This is an optimization exercise on Yosys and OpenROAD, whose aim is a short achievable clock period and few clock cycles, not a production implementation. Function was checked by simulation only, so behaviour that the tests miss may differ from the original.

==> wip/yarrow: inputs <==
Design core, start of the top module:
module core(
  input        clk,
  input        rst,
  output [31:0]instr_addr,
  input  [31:0]instr_data,
  output [31:0]ram_raddr,
  input  [31:0]ram_rdata,
  output [31:0]ram_waddr,
  output [31:0]ram_wdata,
  output       ram_we
);
Settings: LEC_CHECK=0, ABC_CLOCK_PERIOD_IN_PS=3000, CAP_MARGIN=20, CORE_MARGIN=2, CORE_UTILIZATION=40, SETUP_SLACK_MARGIN=5, SLEW_MARGIN=20; clock period 12.0 ns.
run.sh (not shown) runs the stock make flow with config.mk's settings and CLKGATE_MAP_FILE= SYNTH_SCRIPT=/design/flow/synth_recipe.tcl, a recipe that flattens the netlist after the stock synthesis.
==> wip/zinc (differences from wip/yarrow) <==
==> flow/design.v (replaced) <==
module core(
  input        clk,
  input        rst,
  output [31:0]instr_addr,
  input  [31:0]instr_data,
  output [31:0]ram_raddr,
  input  [31:0]ram_rdata,
  output [31:0]ram_waddr,
  output [31:0]ram_wdata,
  output       ram_we
);
localparam [6:0] OPC_IMM  = 7'b0010011;
localparam [6:0] OPC_REG  = 7'b0110011;
localparam [6:0] OPC_LD   = 7'b0000011;
localparam [6:0] OPC_ST   = 7'b0100011;
localparam [6:0] OPC_BR   = 7'b1100011;
localparam [6:0] OPC_JAL  = 7'b1101111;
localparam [6:0] OPC_JALR = 7'b1100111;
reg  [31:0]pc;
reg        d_v;
reg  [31:0]d_ir;
reg  [31:0]d_pc;
reg  [31:0]d_pred;
reg        d_hit;
reg   [1:0]d_ctr;
reg        e_v;
reg  [31:0]e_a, e_b, e_s;
reg        e_fw1, e_fw2, e_fws;
reg   [7:0]e_op;       
reg        e_alt;
reg   [2:0]e_f3;
reg        e_br, e_jal, e_jalr, e_ld, e_st, e_wen, e_link;
reg   [4:0]e_rd;
reg  [11:0]e_pcl;      
reg  [31:0]e_pc1;      
reg  [31:0]e_tgt;      
reg  [31:0]e_pred;     
reg  [31:0]e_pmi;      
reg        e_hit;
reg   [1:0]e_ctr;
reg        e_call, e_ret;
reg        m_wen, m_ld;
reg   [4:0]m_rd;
reg  [31:0]m_res;
reg  [31:0]m_raddr, m_waddr, m_wdata;
reg        m_we;
reg        j_mis;      
reg  [31:0]j_tgt;      
reg  [31:0]rf[1:31];
reg  [63:0]bt_v;
reg   [5:0]bt_tag[0:63];
reg  [11:0]bt_tgt[0:63];
reg   [1:0]bt_ctr[0:63];
reg        bt_ret[0:63];
reg  [31:0]ras;
reg        u_upd, u_taken, u_hit, u_ret, u_mis, u_jalr;
reg   [5:0]u_idx, u_tag;
reg   [1:0]u_ctr;
reg  [11:0]u_pred;
assign instr_addr = pc;
wire  [5:0]f_idx  = pc[5:0];
wire [63:0]f_match;
genvar gi;
generate
  for (gi = 0; gi < 64; gi = gi + 1) begin : g_bt
    assign f_match[gi] = bt_v[gi] && (bt_tag[gi] == pc[11:6]);
  end
endgenerate
wire       f_hit  = f_match[f_idx];
wire  [1:0]f_ctr  = bt_ctr[f_idx];
wire       f_take = f_hit && f_ctr[1];
wire [31:0]f_inc  = pc + 32'd1;
wire [31:0]f_tgt  = bt_ret[f_idx] ? ras : {pc[31:12], bt_tgt[f_idx]};
wire [31:0]f_pred = f_take ? f_tgt : f_inc;
wire  [6:0]d_opc = d_ir[6:0];
wire  [2:0]d_f3  = d_ir[14:12];
wire  [4:0]d_rd  = d_ir[11:7];
wire  [4:0]d_rs1 = d_ir[19:15];
wire  [4:0]d_rs2 = d_ir[24:20];
wire d_imm  = (d_opc == OPC_IMM);
wire d_reg  = (d_opc == OPC_REG);
wire d_ld   = (d_opc == OPC_LD);
wire d_st   = (d_opc == OPC_ST);
wire d_br   = (d_opc == OPC_BR);
wire d_jal  = (d_opc == OPC_JAL);
wire d_jalr = (d_opc == OPC_JALR);
wire d_use1 = d_imm | d_reg | d_ld | d_st | d_br | d_jalr;
wire d_use2 = d_reg | d_st | d_br;
wire d_wen  = (d_imm | d_reg | d_ld | d_jal | d_jalr) && (d_rd != 5'd0);
wire d_brsh = d_br && (d_f3[2:1] == 2'b01);
wire [31:0]immI = {{20{d_ir[31]}}, d_ir[31:20]};
wire [31:0]immS = {{20{d_ir[31]}}, d_ir[31:25], d_ir[11:7]};
wire [31:0]immB = {{20{d_ir[31]}}, d_ir[31], d_ir[31], d_ir[7], d_ir[30:25], d_ir[11:9]};
wire [31:0]immJ = {{12{d_ir[31]}}, d_ir[31], d_ir[31], d_ir[19:12], d_ir[20], d_ir[30:22]};
wire [31:0]m_wdat = m_ld ? ram_rdata : m_res;
wire       byp1 = m_wen && (m_rd == d_rs1);
wire       byp2 = m_wen && (m_rd == d_rs2);
wire [31:0]rv1  = byp1 ? m_wdat : (d_rs1 == 5'd0) ? 32'd0 : rf[d_rs1];
wire [31:0]rv2  = byp2 ? m_wdat : (d_rs2 == 5'd0) ? 32'd0 : rf[d_rs2];
wire       d_bimm = d_imm | d_ld | d_st | d_jalr;
wire [31:0]d_b    = !d_bimm ? rv2 : d_st ? immS : immI;
wire [31:0]d_pc1  = d_pc + 32'd1;
wire [31:0]d_tgtJ = d_pc + immJ;
wire [31:0]d_tgtB = d_pc + immB;
wire [31:0]d_tgt  = d_jal ? d_tgtJ : d_tgtB;
wire e_fwd_ok = e_v && e_wen && !e_ld;
wire fw1      = e_fwd_ok && (e_rd == d_rs1);
wire fw2      = e_fwd_ok && (e_rd == d_rs2);
wire ld_haz = e_v && e_ld && e_wen &&
              ((d_use1 && (e_rd == d_rs1)) || (d_use2 && (e_rd == d_rs2)));
wire sh_haz = d_brsh && e_v && e_wen && ((e_rd == d_rs1) || (e_rd == d_rs2));
wire stall  = d_v && (ld_haz || sh_haz);
wire [31:0]A = e_fw1 ? m_res : e_a;
wire [31:0]B = e_fw2 ? m_res : e_b;
wire [31:0]S = e_fws ? m_res : e_s;
wire [31:0]sum  = A + B;
wire [32:0]dif  = {1'b0, A} - {1'b0, B};
wire       ltu  = dif[32];
wire       lts  = (A[31] ^ B[31]) ? A[31] : ltu;
wire [31:0]shl  = A << B[4:0];
wire [31:0]shr  = A >> B[4:0];
wire signed [31:0]A_s = A;
wire [31:0]sra  = A_s >>> B[4:0];
wire [31:0]alu = ({32{e_op[0]}} & (e_alt ? dif[31:0] : sum)) |
                 ({32{e_op[1]}} & shl) |
                 ({32{e_op[2]}} & {31'b0, lts}) |
                 ({32{e_op[3]}} & {31'b0, ltu}) |
                 ({32{e_op[4]}} & (A ^ B)) |
                 ({32{e_op[5]}} & (e_alt ? sra : shr)) |
                 ({32{e_op[6]}} & (A | B)) |
                 ({32{e_op[7]}} & (A & B));
wire [31:0]e_res = e_link ? e_pc1 : alu;
wire [32:0]d00 = {1'b0, e_a}   - {1'b0, e_b};
wire [32:0]d10 = {1'b0, m_res} - {1'b0, e_b};
wire [32:0]d01 = {1'b0, e_a}   - {1'b0, m_res};
wire ne00 = (e_a != e_b),   ltu00 = d00[32], lts00 = (e_a[31] ^ e_b[31])   ? e_a[31]   : ltu00;
wire ne10 = (m_res != e_b), ltu10 = d10[32], lts10 = (m_res[31] ^ e_b[31]) ? m_res[31] : ltu10;
wire ne01 = (e_a != m_res), ltu01 = d01[32], lts01 = (e_a[31] ^ m_res[31]) ? e_a[31]   : ltu01;
wire bne  = e_fw1 ? (e_fw2 ? 1'b0 : ne10)  : (e_fw2 ? ne01  : ne00);
wire bltu = e_fw1 ? (e_fw2 ? 1'b0 : ltu10) : (e_fw2 ? ltu01 : ltu00);
wire blts = e_fw1 ? (e_fw2 ? 1'b0 : lts10) : (e_fw2 ? lts01 : lts00);
wire [31:0]shmask = 32'hffffffff >> e_b[4:0];
wire bsh  = |(e_a & shmask);
reg        bx;
always @(*) begin
  case (e_f3[2:1])
    2'b00: bx = bne;
    2'b01: bx = bsh;
    2'b10: bx = blts;
    default: bx = bltu;
  endcase
end
wire       taken  = (e_f3[0] ^ ~e_f3[2]) ^ bx;
wire       e_take = e_jal | (e_br & taken);
wire       ne_seq  = (e_pred != e_pc1);
wire       ne_tgt  = (e_pred != e_tgt);
wire       ne_jalr = e_fw1 ? (m_res != e_pmi) : (e_a != e_pmi);
wire       e_ok    = e_v && !j_mis;
wire       mis_t   = e_ok && !e_jalr && e_take && ne_tgt;
wire       mis_n   = e_ok && !e_jalr && !e_take && ne_seq;
wire       mis     = mis_t | mis_n;
assign ram_raddr = m_raddr;
assign ram_waddr = m_waddr;
assign ram_wdata = m_wdata;
assign ram_we    = m_we;
wire [11:0]u_tgt   = u_jalr ? j_tgt[11:0] : u_mis ? pc[11:0] : u_pred;
wire  [1:0]u_nctr  = !u_hit ? 2'b11 :
                     u_taken ? ((u_ctr == 2'b11) ? 2'b11 : u_ctr + 2'd1)
                             : ((u_ctr == 2'b00) ? 2'b00 : u_ctr - 2'd1);
wire       u_write = u_upd && (u_hit || u_taken);
always @(posedge clk) begin
  if (rst) begin
    pc    <= 32'd0;
    d_v   <= 1'b0;
    e_v   <= 1'b0;
    m_wen <= 1'b0;
    m_we  <= 1'b0;
    u_upd <= 1'b0;
    j_mis <= 1'b0;
    bt_v  <= 64'd0;
  end else begin
    if (j_mis)
      pc <= j_tgt;
    else if (mis_t)
      pc <= e_tgt;
    else if (mis_n)
      pc <= e_pc1;
    else if (!stall)
      pc <= f_pred;
    if (mis || j_mis)
      d_v <= 1'b0;
    else if (!stall)
      d_v <= 1'b1;
    e_v   <= d_v && !stall && !mis && !j_mis;
    m_wen <= e_ok && e_wen;
    m_we  <= e_ok && e_st;
    u_upd <= e_ok && (e_br | e_jal | e_jalr);
    j_mis <= e_ok && e_jalr && ne_jalr;
    if (u_write) bt_v[u_idx] <= 1'b1;
  end
  if (!stall) begin
    d_ir   <= instr_data;
    d_pc   <= pc;
    d_pred <= f_pred;
    d_hit  <= f_hit;
    d_ctr  <= f_ctr;
  end
  e_a    <= rv1;
  e_b    <= d_b;
  e_s    <= rv2;
  e_fw1  <= fw1;
  e_fw2  <= fw2 && !d_bimm;
  e_fws  <= fw2;
  e_op   <= (d_imm | d_reg) ? (8'd1 << d_f3) : 8'd1;
  e_alt  <= (d_reg && d_ir[30]) || (d_imm && (d_f3 == 3'b101) && d_ir[30]);
  e_f3   <= d_f3;
  e_br   <= d_br;
  e_jal  <= d_jal;
  e_jalr <= d_jalr;
  e_ld   <= d_ld;
  e_st   <= d_st && (d_f3 == 3'b010);
  e_wen  <= d_wen;
  e_link <= d_jal | d_jalr;
  e_rd   <= d_rd;
  e_pcl  <= d_pc[11:0];
  e_pc1  <= d_pc1;
  e_tgt  <= d_tgt;
  e_pred <= d_pred;
  e_pmi  <= d_pred - immI;
  e_hit  <= d_hit;
  e_ctr  <= d_ctr;
  e_call <= (d_jal | d_jalr) && (d_rd == 5'd1);
  e_ret  <= d_jalr && (d_rd == 5'd0) && (d_rs1 == 5'd1);
  m_ld  <= e_ld;
  m_rd  <= e_rd;
  m_res <= e_res;
  if (e_ld) m_raddr <= sum;
  if (e_st) begin
    m_waddr <= sum;
    m_wdata <= S;
  end
  if (m_wen) rf[m_rd] <= m_wdat;
  u_taken <= e_take | e_jalr;
  u_hit   <= e_hit;
  u_ctr   <= e_ctr;
  u_ret   <= e_ret;
  u_mis   <= mis;
  u_jalr  <= e_jalr;
  j_tgt   <= sum;
  u_pred  <= e_pred[11:0];
  u_idx   <= e_pcl[5:0];
  u_tag   <= e_pcl[11:6];
  if (u_write) begin
    bt_tag[u_idx] <= u_tag;
    bt_ctr[u_idx] <= u_nctr;
    bt_ret[u_idx] <= u_ret;
  end
  if (u_write && u_taken) bt_tgt[u_idx] <= u_tgt;
  if (e_ok && e_call) ras <= e_pc1;
end
endmodule
==> flow/flow/run.sh (new file) <==
#!/bin/bash
set -euo pipefail
bash standard.sh SETUP_SLACK_MARGIN=8 finish > flow_make.log 2>&1
==> flow/standard.sh (new file) <==
#!/bin/bash
# synth_recipe.tcl (not shown) runs the flow's synth.tcl, then flattens the netlist and writes it again
# the make line also repeats each setting of config.mk as NAME=value (left out here)
make -C /OpenROAD-flow-scripts/flow DESIGN_CONFIG=/design/flow/config.mk WORK_HOME=/design/flow/orfs CLKGATE_MAP_FILE= SYNTH_SCRIPT=/design/flow/synth_recipe.tcl "${@:-finish}"
Settings changed: ABC_CLOCK_PERIOD_IN_PS 3000 to 1500, SETUP_SLACK_MARGIN 5 to not set.
removed: flow/run.sh
==> notes.md <==
In wip/yarrow the fmax is lower than in wip/zinc, by about 34%.
Between wip/zinc and wip/yarrow, the lower sequential cell count is in wip/yarrow (gap 100).
Against wip/yarrow, the worst hold slack of wip/zinc is worse by 74 ps.
In wip/zinc the first-iteration DRC count is larger than in wip/yarrow, by 6.9%.
Of wip/zinc and wip/yarrow, wip/zinc has the higher synthesized cell count (gap about 9%, measured against wip/yarrow).
Testbench counts of wip/yarrow, summed over its fixed seeds: cycles 313,131.
Testbench counts of wip/zinc, summed over its fixed seeds: cycles 314,772.

==> separate check: timing with driven ports <==
How much do the figures lean on ideal ports? The routed layouts below were timed once more, with nothing changed but the port constraints.
Step 1: set_driving_cell puts a clkbuf_16 on clk and a buf_2 on each other input, an assumption about the parent block.
Step 2 times the ports against the registers' clock, not the clock port: input delays grow and output delays shrink by t, the midpoint of the rising clock arrivals with the driver on.
Slacks: ideal ports / drivers / drivers and shift; pairs: ideal ports / drivers.
run	t (ns)	slack for setup (ns)	latest minus earliest clock arrival (ns)	slew at the worst register clock pin (ns)	cell pins on the clock port's net
wip/yarrow	0.958	5.113 / 5.113 / 5.113	0.090 / 0.090	0.08 / 0.08	1
wip/zinc	1.010	7.488 / 7.488 / 6.955	0.076 / 0.076	0.08 / 0.08	1
After both steps every run listed still meets setup and hold. For wip/zinc, which loses most, drivers alone change the setup slack by 0.000 ns; drivers and shift together by -0.533 ns.
